This design comes from an exercise in tuning for small area, a short achievable clock period and few clock cycles on the open sky130 flow, not from production work. In this exercise RTL edits were held to simulation tests only and were not proved equivalent to the original. No activity file was given, so power comes from the tool's default toggle rates.

File: design.v
module ALU(input [31:0] a, input [31:0] b, input sub, input [2:0] f3, input arith,
 output [31:0] sum, output [31:0] res, output br_t);
wire [32:0] s = {1'b0, a} + {1'b0, b ^ {32{sub}}} + {32'b0, sub};
assign sum = s[31:0];
wire ltu = ~s[32];
wire lt = (a[31] ^ b[31]) ? a[31] : s[31];
wire eq = (a == b);
wire c = f3[2] ? (f3[1] ? ltu : lt) : eq;
assign br_t = c ^ f3[0];
wire left = ~f3[2];
wire [31:0] arev;
genvar i;
generate for (i = 0; i < 32; i = i + 1) begin : rv
 assign arev[i] = a[31-i];
end endgenerate
wire [31:0] shin = left ? arev : a;
wire fill = arith & a[31] & ~left;
wire signed [32:0] shs = {fill, shin};
wire [32:0] shx = shs >>> b[4:0];
wire [31:0] shr = shx[31:0];
wire [31:0] shl;
generate for (i = 0; i < 32; i = i + 1) begin : rv2
 assign shl[i] = shr[31-i];
end endgenerate
reg [31:0] r;
always @(*) begin
 case (f3)
 3'b000: r = sum;
 3'b001: r = shl;
 3'b010: r = {31'b0, lt};
 3'b011: r = {31'b0, ltu};
 3'b100: r = a ^ b;
 3'b101: r = shr;
 3'b110: r = a | b;
 default: r = a & b;
 endcase
end
assign res = r;
endmodule
module RegFile(input clk, input rst,
 input [4:0] ra1, input [4:0] ra2, output [31:0] rd1, output [31:0] rd2,
 input we, input [4:0] wa, input [31:0] wd);
reg [31:0] r [1:31];
reg [31:1] v;
wire [31:1] wsel, s1, s2;
genvar gi;
generate for (gi = 1; gi < 32; gi = gi + 1) begin : row
 assign wsel[gi] = we & (wa == gi);
 assign s1[gi] = v[gi] & (ra1 == gi);
 assign s2[gi] = v[gi] & (ra2 == gi);
 always @(posedge clk)
  if (wsel[gi]) r[gi] <= wd;
end endgenerate
always @(posedge clk or posedge rst)
 if (rst) v <= 31'b0;
 else v <= v | wsel;
reg [31:0] o1, o2;
integer i;
always @(*) begin
 o1 = 32'b0;
 o2 = 32'b0;
 for (i = 1; i < 32; i = i + 1) begin
  o1 = o1 | ({32{s1[i]}} & r[i]);
  o2 = o2 | ({32{s2[i]}} & r[i]);
 end
end
assign rd1 = o1;
assign rd2 = o2;
endmodule
module LoadSel(input [1:0] a, input [2:0] f3, output [3:0] b0, output s1_l1,
 output s1_l3, output s1_ext, output s2_w, output s2_ext, output [3:0] sg);
wire wsz = f3[1];
wire hsz = ~f3[1] & f3[0];
wire bsz = ~f3[1] & ~f3[0];
wire sgn = ~f3[2];
assign b0 = wsz ? 4'b0001 : hsz ? (a[1] ? 4'b0100 : 4'b0001) : (4'b0001 << a);
assign s1_l1 = wsz | (hsz & ~a[1]);
assign s1_l3 = hsz & a[1];
assign s1_ext = bsz;
assign s2_w = wsz;
assign s2_ext = ~wsz;
assign sg = ~sgn ? 4'b0000 : hsz ? (a[1] ? 4'b1000 : 4'b0010) : bsz ? (4'b0001 << a) : 4'b0000;
endmodule
module LoadAlign(input [31:0] w, input [3:0] b0, input s1_l1, input s1_l3,
 input s1_ext, input s2_w, input s2_ext, input [3:0] sg, output [31:0] d);
wire ext = (sg[0] & w[7]) | (sg[1] & w[15]) | (sg[2] & w[23]) | (sg[3] & w[31]);
assign d[7:0] = ({8{b0[0]}} & w[7:0]) | ({8{b0[1]}} & w[15:8]) |
 ({8{b0[2]}} & w[23:16]) | ({8{b0[3]}} & w[31:24]);
assign d[15:8] = ({8{s1_l1}} & w[15:8]) | ({8{s1_l3}} & w[31:24]) | {8{s1_ext & ext}};
assign d[31:16] = ({16{s2_w}} & w[31:16]) | {16{s2_ext & ext}};
endmodule
module StoreLanes(input [31:0] v, input [1:0] a, input [1:0] sz, output [31:0] wdata, output [3:0] strb);
assign wdata = sz[1] ? v : sz[0] ? {2{v[15:0]}} : {4{v[7:0]}};
assign strb = sz[1] ? 4'b1111 : sz[0] ? (a[1] ? 4'b1100 : 4'b0011) :
 (4'b0001 << a);
endmodule
module DataPath(input clk, input rst,
 output [31:0] imem_addr, input [31:0] imem_rdata,
 output [31:0] dmem_addr, output [31:0] dmem_wdata, output [3:0] dmem_wstrb,
 input [31:0] dmem_rdata,
 output halted);
reg [31:2] fa;       
reg dv;              
wire [31:2] pcd = fa - 30'd1;
reg ev;              
reg [31:2] pce;      
reg [31:0] ra;       
reg [31:0] rb;       
reg [4:0] rd;
reg [31:0] imm;      
reg [2:0] f3;
reg e_lui, e_auipc, e_jal, e_jalr, e_br, e_ld, e_st, e_wr, e_halt, e_sub, e_arith;
reg e_o1, e_o2;      
reg e_jd;            
reg m_ld, w_ld;      
reg m_wr, w_wr;      
reg [4:0] m_rd, w_rd;
reg [2:0] m_f3;
reg [1:0] m_a;
reg [3:0] w_b0, w_sg;   
reg w_s1l1, w_s1l3, w_s1x, w_s2w, w_s2x;
reg [31:2] ma;       
reg [31:0] wd;       
reg [3:0] ws;        
reg halt_r;
assign imem_addr = {fa, 2'b00};
assign dmem_addr = {ma, m_a};
assign dmem_wdata = wd;
assign dmem_wstrb = ws;
assign halted = halt_r;
wire [31:0] x = imem_rdata;
wire [4:0] xo = x[6:2];
wire x_lui   = ~xo[4] &  xo[3] &  xo[2] &  xo[0];
wire x_auipc = ~xo[4] & ~xo[3] &  xo[2] &  xo[0];
wire x_op    = ~xo[4] &  xo[3] &  xo[2] & ~xo[0];
wire x_opimm = ~xo[4] & ~xo[3] &  xo[2] & ~xo[0];
wire x_load  = ~xo[4] & ~xo[3] & ~xo[2] & ~xo[0];
wire x_store = ~xo[4] &  xo[3] & ~xo[2];
wire x_br    =  xo[4] & ~xo[2] & ~xo[0];
wire x_jalr  =  xo[4] & ~xo[2] & ~xo[1] & xo[0];
wire x_jal   =  xo[4] &  xo[1];
wire x_sys   =  xo[4] &  xo[2];
wire x_u1 = x_load | x_store | x_opimm | x_op | x_br | x_jalr;
wire x_u2 = x_br | x_store | x_op;
wire [2:0] x_f3 = x[14:12];
wire [4:0] x_rs1 = x[19:15];
wire [4:0] x_rs2 = x[24:20];
wire fU = x_lui | x_auipc;
wire fJ = x_jal;
wire fB = x_br;
wire fS = x_store;
wire fI = x_load | x_opimm | x_jalr;
wire [31:0] x_imm;
assign x_imm[31:20] = fU ? x[31:20] : {12{x[31]}};
assign x_imm[19:12] = (fU | fJ) ? x[19:12] : {8{x[31]}};
assign x_imm[11] = fU ? 1'b0 : fB ? x[7] : fJ ? x[20] : x[31];
assign x_imm[10:5] = fU ? 6'b0 : x[30:25];
assign x_imm[4:1] = fU ? 4'b0 : (fS | fB) ? x[11:8] : x[24:21];
assign x_imm[0] = fI ? x[20] : fS ? x[7] : 1'b0;
wire [31:0] x_ra, x_rb;
wire rf_we;
wire [4:0] rf_wa;
wire [31:0] rf_wd;
RegFile RF(clk, rst, x_rs1, x_rs2, x_ra, x_rb, rf_we, rf_wa, rf_wd);
wire e_go = ev & ~halt_r;
wire [31:0] opb = rb;
wire [31:0] sum, alu_res;
wire br_t;
ALU alu(ra, opb, e_sub, f3, e_arith, sum, alu_res, br_t);
wire [31:2] pc_imm = pce + imm[31:2];
wire [31:2] pc_4 = pce + 30'd1;
wire jalr_go = e_go & e_jalr;
wire br_go = e_go & e_br & br_t;
wire skip = br_go & e_o2 & dv;
wire pc_go = (br_go & ~e_o1 & ~skip) | (e_go & e_jal & ~e_jd & ~e_o1);
wire redirect = jalr_go | pc_go;
wire ld_go = e_go & e_ld;
wire jal_e = e_go & e_jal & e_jd;
wire hold = ld_go;
wire drop = dv & ld_go & (rd != 5'd0) &
 ((x_u1 & (x_rs1 == rd)) | (x_u2 & (x_rs2 == rd)));
wire x_jshort = (x[31:25] == 7'd0) & (x[21:12] == 10'd0);
wire x_j4 = x_jshort & (x[24:22] == 3'd1);
wire x_jd = x_jal & x_jshort & ~x_j4;
wire [3:0] jal_l3 = {1'b0, pcd[4:2]} + {1'b0, x[24:22]};
wire [11:5] pcd_hi1 = pcd[11:5] + 7'd1;
wire [11:2] jal_lo = {jal_l3[3] ? pcd_hi1 : pcd[11:5], jal_l3[2:0]};
wire jal_d = dv & x_jd;
wire [31:2] fa_seq = jal_d ? {fa[31:12], jal_lo} :
 drop ? pcd : jal_e ? pc_imm + 30'd1 : hold ? fa : fa + 30'd1;
wire [31:2] fa_n = jalr_go ? sum[31:2] : pc_go ? pc_imm : skip ? fa + 30'd1 : fa_seq;
wire e_alu = ~(e_lui | e_auipc | e_jal | e_jalr);
wire [31:0] e_oth = e_lui ? imm : e_auipc ? {pc_imm, 2'b00} : {pc_4, 2'b00};
wire [3:0] ls_b0, ls_sg;
wire ls_s1l1, ls_s1l3, ls_s1x, ls_s2w, ls_s2x;
LoadSel LS(m_a, m_f3, ls_b0, ls_s1l1, ls_s1l3, ls_s1x, ls_s2w, ls_s2x, ls_sg);
wire [31:0] ld_val;
LoadAlign LA(dmem_rdata, w_b0, w_s1l1, w_s1l3, w_s1x, w_s2w, w_s2x, w_sg, ld_val);
assign rf_we = w_wr | (e_go & e_wr);
assign rf_wa = w_ld ? w_rd : rd;
assign rf_wd = w_ld ? ld_val : e_alu ? alu_res : e_oth;
wire [31:0] st_data;
wire [3:0] st_strb;
StoreLanes SL(imm, sum[1:0], f3[1:0], st_data, st_strb);
wire e_kill = e_go & e_wr;
wire x_brs2 = x_op | x_br;
wire byp1 = rf_we & (x_rs1 == rf_wa) & (rf_wa != 5'd0);
wire byp2 = rf_we & (x_rs2 == rf_wa) & (rf_wa != 5'd0);
always @(posedge clk or posedge rst) begin
 if (rst) begin
  fa <= 30'd0;
  dv <= 1'b0;
  ev <= 1'b0;
  m_ld <= 1'b0; w_ld <= 1'b0;
  m_wr <= 1'b0; w_wr <= 1'b0;
  ws <= 4'b0;
  halt_r <= 1'b0;
 end else begin
  fa <= fa_n;
  dv <= ~(redirect | drop | (jal_d & ~skip) | hold);
  ev <= dv & ~(redirect | drop | skip);
  m_ld <= ld_go;
  m_wr <= ld_go & (rd != 5'd0);
  w_ld <= m_ld;
  w_wr <= m_wr & ~(e_kill & (rd == m_rd));
  ws <= (e_go & e_st) ? st_strb : 4'b0;
  halt_r <= halt_r | (e_go & e_halt);
 end
end
always @(posedge clk) begin
 pce <= pcd;
 ra <= byp1 ? rf_wd : x_ra;
 rb <= x_brs2 ? (byp2 ? rf_wd : x_rb) : x_imm;
 imm <= x_store ? (byp2 ? rf_wd : x_rb) : x_imm;
 rd <= x[11:7];
 f3 <= x_f3;
 e_lui <= x_lui;
 e_auipc <= x_auipc;
 e_jal <= x_jal;
 e_jalr <= x_jalr;
 e_br <= x_br;
 e_ld <= x_load;
 e_st <= x_store;
 e_wr <= x_op | x_opimm | x_lui | x_auipc | x_jal | x_jalr;
 e_halt <= x_sys & x[20];
 e_o1 <= (x_imm == 32'd4);
 e_jd <= x_jd;
 e_o2 <= (x_imm == 32'd8);
 e_sub <= x_br | ((x_op | x_opimm) & (x_f3[2:1] == 2'b01)) | (x_op & x[30] & (x_f3 == 3'b000));
 e_arith <= x[30];
 ma <= sum[31:2];
 wd <= st_data;
 m_rd <= rd;
 m_f3 <= f3;
 m_a <= sum[1:0];
 w_rd <= m_rd;
 w_b0 <= ls_b0;
 w_sg <= ls_sg;
 w_s1l1 <= ls_s1l1;
 w_s1l3 <= ls_s1l3;
 w_s1x <= ls_s1x;
 w_s2w <= ls_s2w;
 w_s2x <= ls_s2x;
end
endmodule
File: flow/run.sh
#!/bin/bash
# Own layout flow: the standard ORFS layout (standard.sh) on the design's
# clock and constraints, with these changes to how the layout is made:
# - the port buffers are buf_4 (by default buffer_ports picked a slow delay
#   buffer), and sizing may change a cell's footprint.
# - clock tree sinks are clustered 20 to a buffer (fewer clock buffers).
# make's full output goes to make_finish.log here; ORFS's per-step logs are
# under orfs/logs.
set -euo pipefail
bash standard.sh SETUP_SLACK_MARGIN=15 TNS_END_PERCENT=0 SKIP_GATE_CLONING=1 \
  "BUFFER_PORTS_ARGS=-buffer_cell sky130_fd_sc_hd__buf_4" MATCH_CELL_FOOTPRINT=0 \
  CTS_CLUSTER_SIZE=20 CTS_CLUSTER_DIAMETER=60 \
  finish > make_finish.log 2>&1
File: standard.sh
#!/bin/bash
# synth_recipe.tcl (not shown) runs the flow's synth.tcl, then flattens the netlist and writes it again
# the make line also repeats each setting of config.mk as NAME=value (left out here)
make -C /OpenROAD-flow-scripts/flow DESIGN_CONFIG=/design/flow/config.mk WORK_HOME=/design/flow/orfs CLKGATE_MAP_FILE= SYNTH_SCRIPT=/design/flow/synth_recipe.tcl "${@:-finish}"
File: config.mk
export PLATFORM = sky130hd
export DESIGN_NAME = DataPath
export DESIGN_NICKNAME = DataPath
export VERILOG_FILES = /design/flow/design.v
export SDC_FILE = /design/flow/constraint.sdc
export NUM_CORES = 4
export LEC_CHECK = 0
export CAP_MARGIN = 20
export CORE_MARGIN = 2
export CORE_UTILIZATION = 40
export PLACE_DENSITY = 0.6
export SLEW_MARGIN = 20
File: constraint.sdc
create_clock -name core_clock -period 20.0 [get_ports {clk}]
set_input_delay 4.0000 -clock core_clock [delete_from_list [all_inputs] [get_ports {clk}]]
set_output_delay 4.0000 -clock core_clock [all_outputs]
set_load 0.01 [all_outputs]
==> results of run 1 <==
## power breakdown
part           total, mW  internal, mW  switching (mW)
Combinational       2.04         0.685            1.35
Clock               2.22          1.07            1.16
Sequential          3.41          3.20           0.212
Total               7.67          4.95            2.72
## flip-flops by register name, indices dropped and copies added (netlist names), 5 cells and up
name	cells
w_rd	5
fa	30
pce	30
imm	32
m_rd	5
rd	5
rb	32
RF.v	31
wd	32
RF.r	992
ra	32
ma	30
## cell type report
| cell class | instances | area [um2] | share of cell area, % |
|---|---|---|---|
| diodes | 13 | 32.5 | 0.0433 |
| well taps | 2160 | 2700 | 3.59 |
| flip-flops and latches | 1302 | 36400 | 48.4 |
| clock buffers | 116 | 2710 | 3.61 |
| inverters | 119 | 455 | 0.606 |
| repair buffers | 443 | 4200 | 5.59 |
| multi-input cells | 3667 | 27800 | 37.0 |
| clock inverters | 70 | 903 | 1.20 |
## worst max-delay path: stages
cell	delay, ns
buf_4	0.19
and3_1	0.25
and3_2	0.21
buf_4	0.42
a22o_1	0.36
a221oi_1	0.24
nand4_1	0.13
nor3_1	0.77
a21oi_1	0.15
## cell usage in the layout, fill, tap and decap left out, drive strengths merged, types with 144 or more instances in the layout
master	synthesis	routed
a21oi	261	261
edfxtp	992	992
o21ai	217	217
a22oi	354	354
nand3	193	193
a221oi	315	315
dfxtp	238	238
buf	61	442
inv	117	144
nand2	280	280
nor2	282	282
a22o	293	293
## stage by stage
stage | area, um2 | setup slack, ns
2_1_floorplan | 64900 | 13.83
3_5_place_dp | 68900 | 11.95
3_3_place_gp | 68800 | 11.96
4_1_cts | 74600 | 14.17
6_report | 75200 | 13.88
5_1_grt | 75200 | 14.02
## path summary, 6_finish.rpt
path / cells past startpoint / start / end / slack (ns)
min reg2reg: 0 / m_ld$_DFF_PP0_ / w_ld$_DFF_PP0_ / 0.35
min: 0 / m_ld$_DFF_PP0_ / w_ld$_DFF_PP0_ / 0.35
max in group asynchronous: 3 / rst / RF.v[28]$_DFF_PP0_ / 16.02
max reg2reg: 16 / rb[0]$_DFF_P_ / imm[28]$_DFF_P_ / 14.41
max: 9 / imem_rdata[15] / ra[17]$_DFF_P_ / 13.88
min in group asynchronous: 3 / rst / halt_r$_DFF_PP0_ / 3.44
## repair_timing
| action | 4_1_cts | 5_1_grt |
|---|---|---|
| gates resized for setup | 349 | 84 |
| pin swaps | 52 | 54 |
| setup buffers | 74 | 18 |
| setup endpoints to repair | 860 | 1028 |
| cloned | 0 | 0 |
## layer usage
layer / share of wire, % / track usage, %
met3: 16 / 15.3
met2: 41 / 54.6
met4: 8.6 / 24.0
met1: 34 / 46.7
met5: 0.061 / 0
## logic make-up (layout without fill, tap and decap cells)
family	Yosys count	in the layout	synth area share (%)
AOI/OAI and AO/OA	1857	1857	21.4
xor gates and xnor gates	203	203	2.76
adders and majority gates	135	135	2.64
buffers and inverters	574	748	3.44
DFF	1302	1302	56.2
muxes	171	171	3.65
other	1	15	0.00579
and+or+nand+nor	1299	1299	9.98
==> flow_metrics.tcl, run 1 <==
set metrics [dict create \
    p_leak_nw 26.8 \
    ys_seq_elements 1302 \
    fin_crit_ns 6.12 \
    vias 57944 \
    fillCellCount 14355 \
    ys_seq_area_share_pct 56.2 \
    hold_violations 0 \
    cts_tree "built" \
    yosys-top-cells-area "edfxtp_1 (46%), dfxtp_1 (7.4%), a221oi_1 (4.2%)" \
    wirelength_um 322000 \
    ys.flop_type "edfxtp_1" \
    dr.pass1.iters 14 \
    syn_avg_cell_area_um2 11.7 \
    clk_latency_ns 0.82 \
    setup_viol 0 \
    syn-instance-count 5542 \
    clkTransAtPathRegs_ns 0.07 \
    yosysTopAreaCell "edfxtp_1" \
    hp-class "reg2reg" \
    max_freq_ghz 0.163 \
    overflow 0 \
    drc_errors 0 \
    grt_max_degree 73 \
    wl_per_cell_um 40.8 \
    dieArea_um2 165000 \
    ant_nets 0 \
    critPathKind "in2reg" \
    port_buffers 162 \
    cts_max_level 3 \
    gp_congestion 1.00 \
    pin_count 167 \
    status "finished clean" \
    dpl.hpwl_um 191000 \
    cts_buffers 105 \
    endpoint_kind "flip-flop" \
    syn-cell-area_um2 64700 \
    synth.distinct_cells 101 \
    grt_setup_unrepaired "yes" \
    final_nets 5839 \
    cts.sinks 1302 \
    worstPathMaxFanout 32 \
    fin_util_pct 46.8 \
    via_per_inst 7.34 \
    fin_cells 7890 \
    drive_gt1_share_pct 18.5 \
    yosysMostFrequentCell "edfxtp_1" \
    grt_usage_pct 37.8 \
    ir_drop_v 0.000107 \
    synth_edf_count 992 \
    async_reset_ff_share_pct 5.53 \
    max-slew-margin-rel_pct 16.1 \
    critPathRequiredTime_ns 20.63 \
    start_kind "primary input" \
    floorplan.initialDensity_pct 40.3 \
    whs_ns 0.354 \
    die_y_um 406 \
    finalMaxSlewViolations 0 \
    skew_ns 0.124 \
    finalCritPeriodShare_pct 30.6 \
    place_inst 7599 \
    grt_pass1_wl_um 432000 \
    core_region_area_um2 161000 \
    die_x_um 406 \
    worst_pin_slew_ns 1.25 \
    setup-tns-final_ns 0 \
    cts_root_buf "clkbuf_16" \
    power.density_nw_per_um2 102 \
    syn2layout_area_growth_pct 16.2 \
    drt-initial-drc-count 11453 \
    antenna_found_initial 25 \
    yosysTopAreaCellShare_pct 46.0 \
    power_mw 7.67 \
    drv_cap 0 \
    yosys_warnings 4 \
    crit_arrival_ns 6.75 \
    holdBufCountCts 0 \
    rows 147 \
    synth_common_cells "edfxtp_1 (992), clkbuf_1 (393), a22oi_1 (354)" \
    grt_pass1_vias 52848 \
    cts_buffer_depth 3 \
]
Testbench counts, summed over its fixed seeds: cycles 15,183.
==> run 2, diff against run 1 <==
--- a/design.v
+++ b/design.v
@@ -1,11 +1,8 @@
 module ALU(input [31:0] a, input [31:0] b, input sub, input [2:0] f3, input arith,
- output [31:0] sum, output [31:0] res, output br_t);
+ output [31:0] sum, output [31:0] res);
 wire [32:0] s = {1'b0, a} + {1'b0, b ^ {32{sub}}} + {32'b0, sub};
 assign sum = s[31:0];
 wire ltu = ~s[32];
 wire lt = (a[31] ^ b[31]) ? a[31] : s[31];
-wire eq = (a == b);
-wire c = f3[2] ? (f3[1] ? ltu : lt) : eq;
-assign br_t = c ^ f3[0];
 wire left = ~f3[2];
 wire [31:0] arev;
@@ -38,4 +35,11 @@
 assign res = r;
 endmodule
+module BranchCmp(input [31:0] a, input [31:0] b, input [2:0] f3, output taken);
+wire eq = (a == b);
+wire ltu = a < b;
+wire lt = (a[31] ^ b[31]) ? a[31] : ltu;
+wire c = f3[2] ? (f3[1] ? ltu : lt) : eq;
+assign taken = c ^ f3[0];
+endmodule
 module RegFile(input clk, input rst,
  input [4:0] ra1, input [4:0] ra2, output [31:0] rd1, output [31:0] rd2,
@@ -108,7 +112,7 @@
 reg [31:0] rb;       
 reg [4:0] rd;
-reg [31:0] imm;      
+reg [31:0] imm;
 reg [2:0] f3;
-reg e_lui, e_auipc, e_jal, e_jalr, e_br, e_ld, e_st, e_wr, e_halt, e_sub, e_arith;
+reg e_lui, e_auipc, e_jal, e_jalr, e_br, e_ld, e_st, e_wr, e_halt, e_brs2, e_sub, e_arith;
 reg e_o1, e_o2;      
 reg e_jd;            
@@ -164,8 +168,9 @@
 RegFile RF(clk, rst, x_rs1, x_rs2, x_ra, x_rb, rf_we, rf_wa, rf_wd);
 wire e_go = ev & ~halt_r;
-wire [31:0] opb = rb;
+wire [31:0] opb = e_brs2 ? rb : imm;
 wire [31:0] sum, alu_res;
+ALU alu(ra, opb, e_sub, f3, e_arith, sum, alu_res);
 wire br_t;
-ALU alu(ra, opb, e_sub, f3, e_arith, sum, alu_res, br_t);
+BranchCmp bc(ra, rb, f3, br_t);
 wire [31:2] pc_imm = pce + imm[31:2];
 wire [31:2] pc_4 = pce + 30'd1;
@@ -202,5 +207,5 @@
 wire [31:0] st_data;
 wire [3:0] st_strb;
-StoreLanes SL(imm, sum[1:0], f3[1:0], st_data, st_strb);
+StoreLanes SL(rb, sum[1:0], f3[1:0], st_data, st_strb);
 wire e_kill = e_go & e_wr;
 wire x_brs2 = x_op | x_br;
@@ -231,6 +236,7 @@
  pce <= pcd;
  ra <= byp1 ? rf_wd : x_ra;
- rb <= x_brs2 ? (byp2 ? rf_wd : x_rb) : x_imm;
- imm <= x_store ? (byp2 ? rf_wd : x_rb) : x_imm;
+ rb <= byp2 ? rf_wd : x_rb;
+ imm <= x_imm;
+ e_brs2 <= x_brs2;
  rd <= x[11:7];
  f3 <= x_f3;
--- a/flow/run.sh
+++ b/flow/run.sh
@@ -8,5 +8,5 @@
 # under orfs/logs.
 set -euo pipefail
-bash standard.sh SETUP_SLACK_MARGIN=15 TNS_END_PERCENT=0 SKIP_GATE_CLONING=1 \
+bash standard.sh SETUP_SLACK_MARGIN=15 TNS_END_PERCENT=5 SKIP_GATE_CLONING=1 \
   "BUFFER_PORTS_ARGS=-buffer_cell sky130_fd_sc_hd__buf_4" MATCH_CELL_FOOTPRINT=0 \
   CTS_CLUSTER_SIZE=20 CTS_CLUSTER_DIAMETER=60 \
==> flow_metrics.tcl, run 2 <==
set metrics [dict create \
    status "finished clean" \
    hold_violations 0 \
    clkTransAtPathRegs_ns 0.08 \
    wl_per_cell_um 42.5 \
    syn-cell-area_um2 65800 \
    synth_edf_count 992 \
    worst_pin_slew_ns 1.25 \
    dieArea_um2 168000 \
    drive_gt1_share_pct 19.1 \
    dr.pass1.iters 15 \
    drc_errors 0 \
    ant_nets 0 \
    dpl.hpwl_um 196000 \
    multiInputGateArea_um2 28900 \
    synth_compound_area_share_pct 21.6 \
    drv_cap 0 \
    grt_setup_unrepaired "yes" \
    grt_usage_pct 39.6 \
    gp_congestion 0.992 \
    worstPathMaxFanout 17 \
    setup_viol 0 \
    async_reset_ff_share_pct 5.53 \
    yosys-top-cells-area "edfxtp_1 (45%), dfxtp_1 (7.3%), a221oi_1 (4.7%)" \
    final_nets 6074 \
    vias 60584 \
    largest_reg_flops 992 \
    syn-instance-count 5657 \
    cts.sinks 1303 \
    port_buffers 162 \
    start_kind "primary input" \
    max_freq_ghz 0.167 \
    cts_buffer_depth 3 \
    critPathRequiredTime_ns 20.67 \
    final-seq-area_um2 36400 \
    ys_seq_elements 1303 \
    yosys.area_share.simple_pct 10.1 \
    clk_latency_ns 0.81 \
    ys_seq_area_share_pct 55.3 \
    rows 148 \
    ys.flop_type "edfxtp_1" \
    synth_common_cells "edfxtp_1 (992), clkbuf_1 (382), a221oi_1 (354)" \
    syn_avg_cell_area_um2 11.6 \
    fillCellCount 14451 \
    pin_count 167 \
    cts_max_level 3 \
    reg2reg_depth 13 \
    yosysTopAreaCell "edfxtp_1" \
    hold_path_depth 0 \
    place_inst 7717 \
    power.density_nw_per_um2 99.8 \
    synth_adder_area_share_pct 3.21 \
    core_region_area_um2 163000 \
    wirelength_um 345000 \
    max-slew-margin-rel_pct 16.4 \
    cts_tree "built" \
    endpoint_kind "flip-flop" \
    critPathKind "in2reg" \
    final_cell_mix "edfxtp_1 (992), buf_4 (394), a22o_1 (343)" \
    finalMaxSlewViolations 0 \
    synth_top_family_by_area "compound AO/OA/AOI/OAI gates" \
    overflow 0 \
    synth.distinct_cells 106 \
    antenna_found_initial 31 \
    fin_cells 8114 \
    yosys_warnings 4 \
    cts_buffers 96 \
    yosysMostFrequentCell "edfxtp_1" \
    yosysTopAreaCellShare_pct 45.3 \
    fin_crit_ns 6.01 \
    floorplan.initialDensity_pct 40.4 \
    drt-initial-drc-count 12070 \
    regMostFlops "RF.r" \
    syn2layout_area_growth_pct 18.1 \
    grt_pass1_wl_um 463000 \
    setup-tns-final_ns 0 \
    cts_root_buf "clkbuf_16" \
    finalCritPeriodShare_pct 30.0 \
    p_leak_nw 27.2 \
    grt_max_degree 60 \
    grt_pass1_vias 55549 \
    hp-class "reg2reg" \
    ir_drop_v 0.0000918 \
    final_common_cell "edfxtp_1" \
    die_y_um 410 \
    skew_ns 0.106 \
    holdBufCountCts 0 \
    die_x_um 410 \
    power_mw 7.75 \
    synthXorXnorAreaFrac_pct 2.71 \
    crit_arrival_ns 6.67 \
    via_per_inst 7.47 \
    synthMuxAreaShare_pct 3.41 \
]
-- run 2: changes by cell type after synthesis, sizes merged, moves of 32 or more --
| cell | before | now |
|---|---|---|
| ha | 132 | 164 |
| nand2 | 280 | 317 |
| inv | 117 | 158 |
| a22oi | 354 | 226 |
| a221oi | 315 | 354 |
| xnor2 | 94 | 127 |
| nand3 | 193 | 123 |
| mux2i | 79 | 140 |
| xor2 | 109 | 73 |
| a22o | 293 | 344 |
| nand4 | 117 | 160 |
-- run 2: kinds of logic (layout without fill, tap and decap cells) --
logic type	Yosys count	in the layout
compound gates	1867	1867
flops	1303	1303
xor+xnor	200	200
other cells	1	25
fa+ha+maj	167	167
buf+inv	615	873
mux	186	186
simple gates	1318	1318
-- run 2: path summary, 6_finish.rpt --
kind                                      endpoint  slack, ns            start
worst max-delay path                ra[30]$_DFF_P_      13.99   imem_rdata[15]
worst min-delay path               w_rd[1]$_DFF_P_       0.30  m_rd[1]$_DFF_P_
worst max register to register  fa[10]$_DFFE_PP0P_      14.13    f3[2]$_DFF_P_
worst min register to register     w_rd[1]$_DFF_P_       0.30  m_rd[1]$_DFF_P_
max in group asynchronous           w_ld$_DFF_PP0_      15.49              rst
min in group asynchronous           m_wr$_DFF_PP0_       3.33              rst
-- run 2: timing repair --
item | in CTS | in global routing
gates resized for setup | 469 | 38
setup endpoints to repair | 1128 | 1127
pin swaps | 95 | 5
setup buffers | 194 | 7
-- run 2: layout make-up --
type	instances	share of cell area, %
diodes	23	0.0741
well taps	2175	3.50
flip-flops and latches	1303	46.8
repair buffers	540	7.32
inverters	160	0.804
multi-input cells	3740	37.2
clock inverters	58	0.970
clock buffers	115	3.30
-- run 2: metrics by stage --
| stage | setup WS [ns] | utilization (%) | hold slack [ns] | instance area, um2 |
|---|---|---|---|---|
| final | 13.99 | 47.7 | 0.295 | 77700 |
| after global routing | 14.07 | 47.6 | 0.294 | 77600 |
| after CTS | 14.15 | 47.5 | 0.278 | 77400 |
| after detailed placement | 12.27 | 42.9 | 0.351 | 70000 |
| after global placement | 12.28 | 42.9 | 0.339 | 70000 |
| after floorplan | 13.81 | - | 0.326 | 66000 |
-- run 2: layer usage --
layer | up-vias | global-route usage (%) | share of wire (%)
met5 | - | 2.07 | 0.26
met4 | 55 | 30.7 | 10
met3 | 2025 | 18.8 | 16
met2 | 6315 | 55.8 | 40
met1 | 29116 | 46.1 | 33
li1 | 23073 | - | -
-- run 2: power by group --
group,internal [mW],leakage (nW),switching (mW)
clock,1.01,1.58,1.11
sequential,3.20,11.9,0.237
combinational,0.734,13.8,1.47
-- run 2: worst max-delay path: stages --
cell and delay (ns):
buf_8 0.15, nor2_1 0.10, and2_1 0.21, and3_4 0.37, buf_4 0.37, a22o_1 0.31, a221oi_1 0.30, nand4_1 0.14
or4_1 0.51, o21a_1 0.14
Testbench counts of run 2, summed over its fixed seeds: cycles 15,183.

==> static timing again, ports no longer ideal <==
Ports are ideal in the flow. The routed layouts listed here were re-timed in OpenROAD.
Step 1, drivers: a clkbuf_16 drives clk and a buf_2 each remaining input, both assumed.
Step 2 also shifts input and output timing later by t, the mid clock arrival at the registers, as if the neighbouring blocks saw the same clock.
Slacks: ideal ports / drivers / drivers and shift; pairs: ideal ports / drivers.
run	t, ns	setup WS [ns]	hold WS [ns]	worst setup path at the end	worst data-port slew with drivers (ns)
run 1	0.864	13.882 / 13.885 / 13.022	0.354 / 0.354 / 0.354	input to register	0.16
run 2	0.845	13.995 / 14.030 / 13.186	0.295 / 0.295 / 0.295	input to register	0.09
After both steps every run listed still meets setup and hold. For run 1, which loses most, drivers alone change the setup slack by +0.003 ns; drivers and shift together by -0.860 ns.
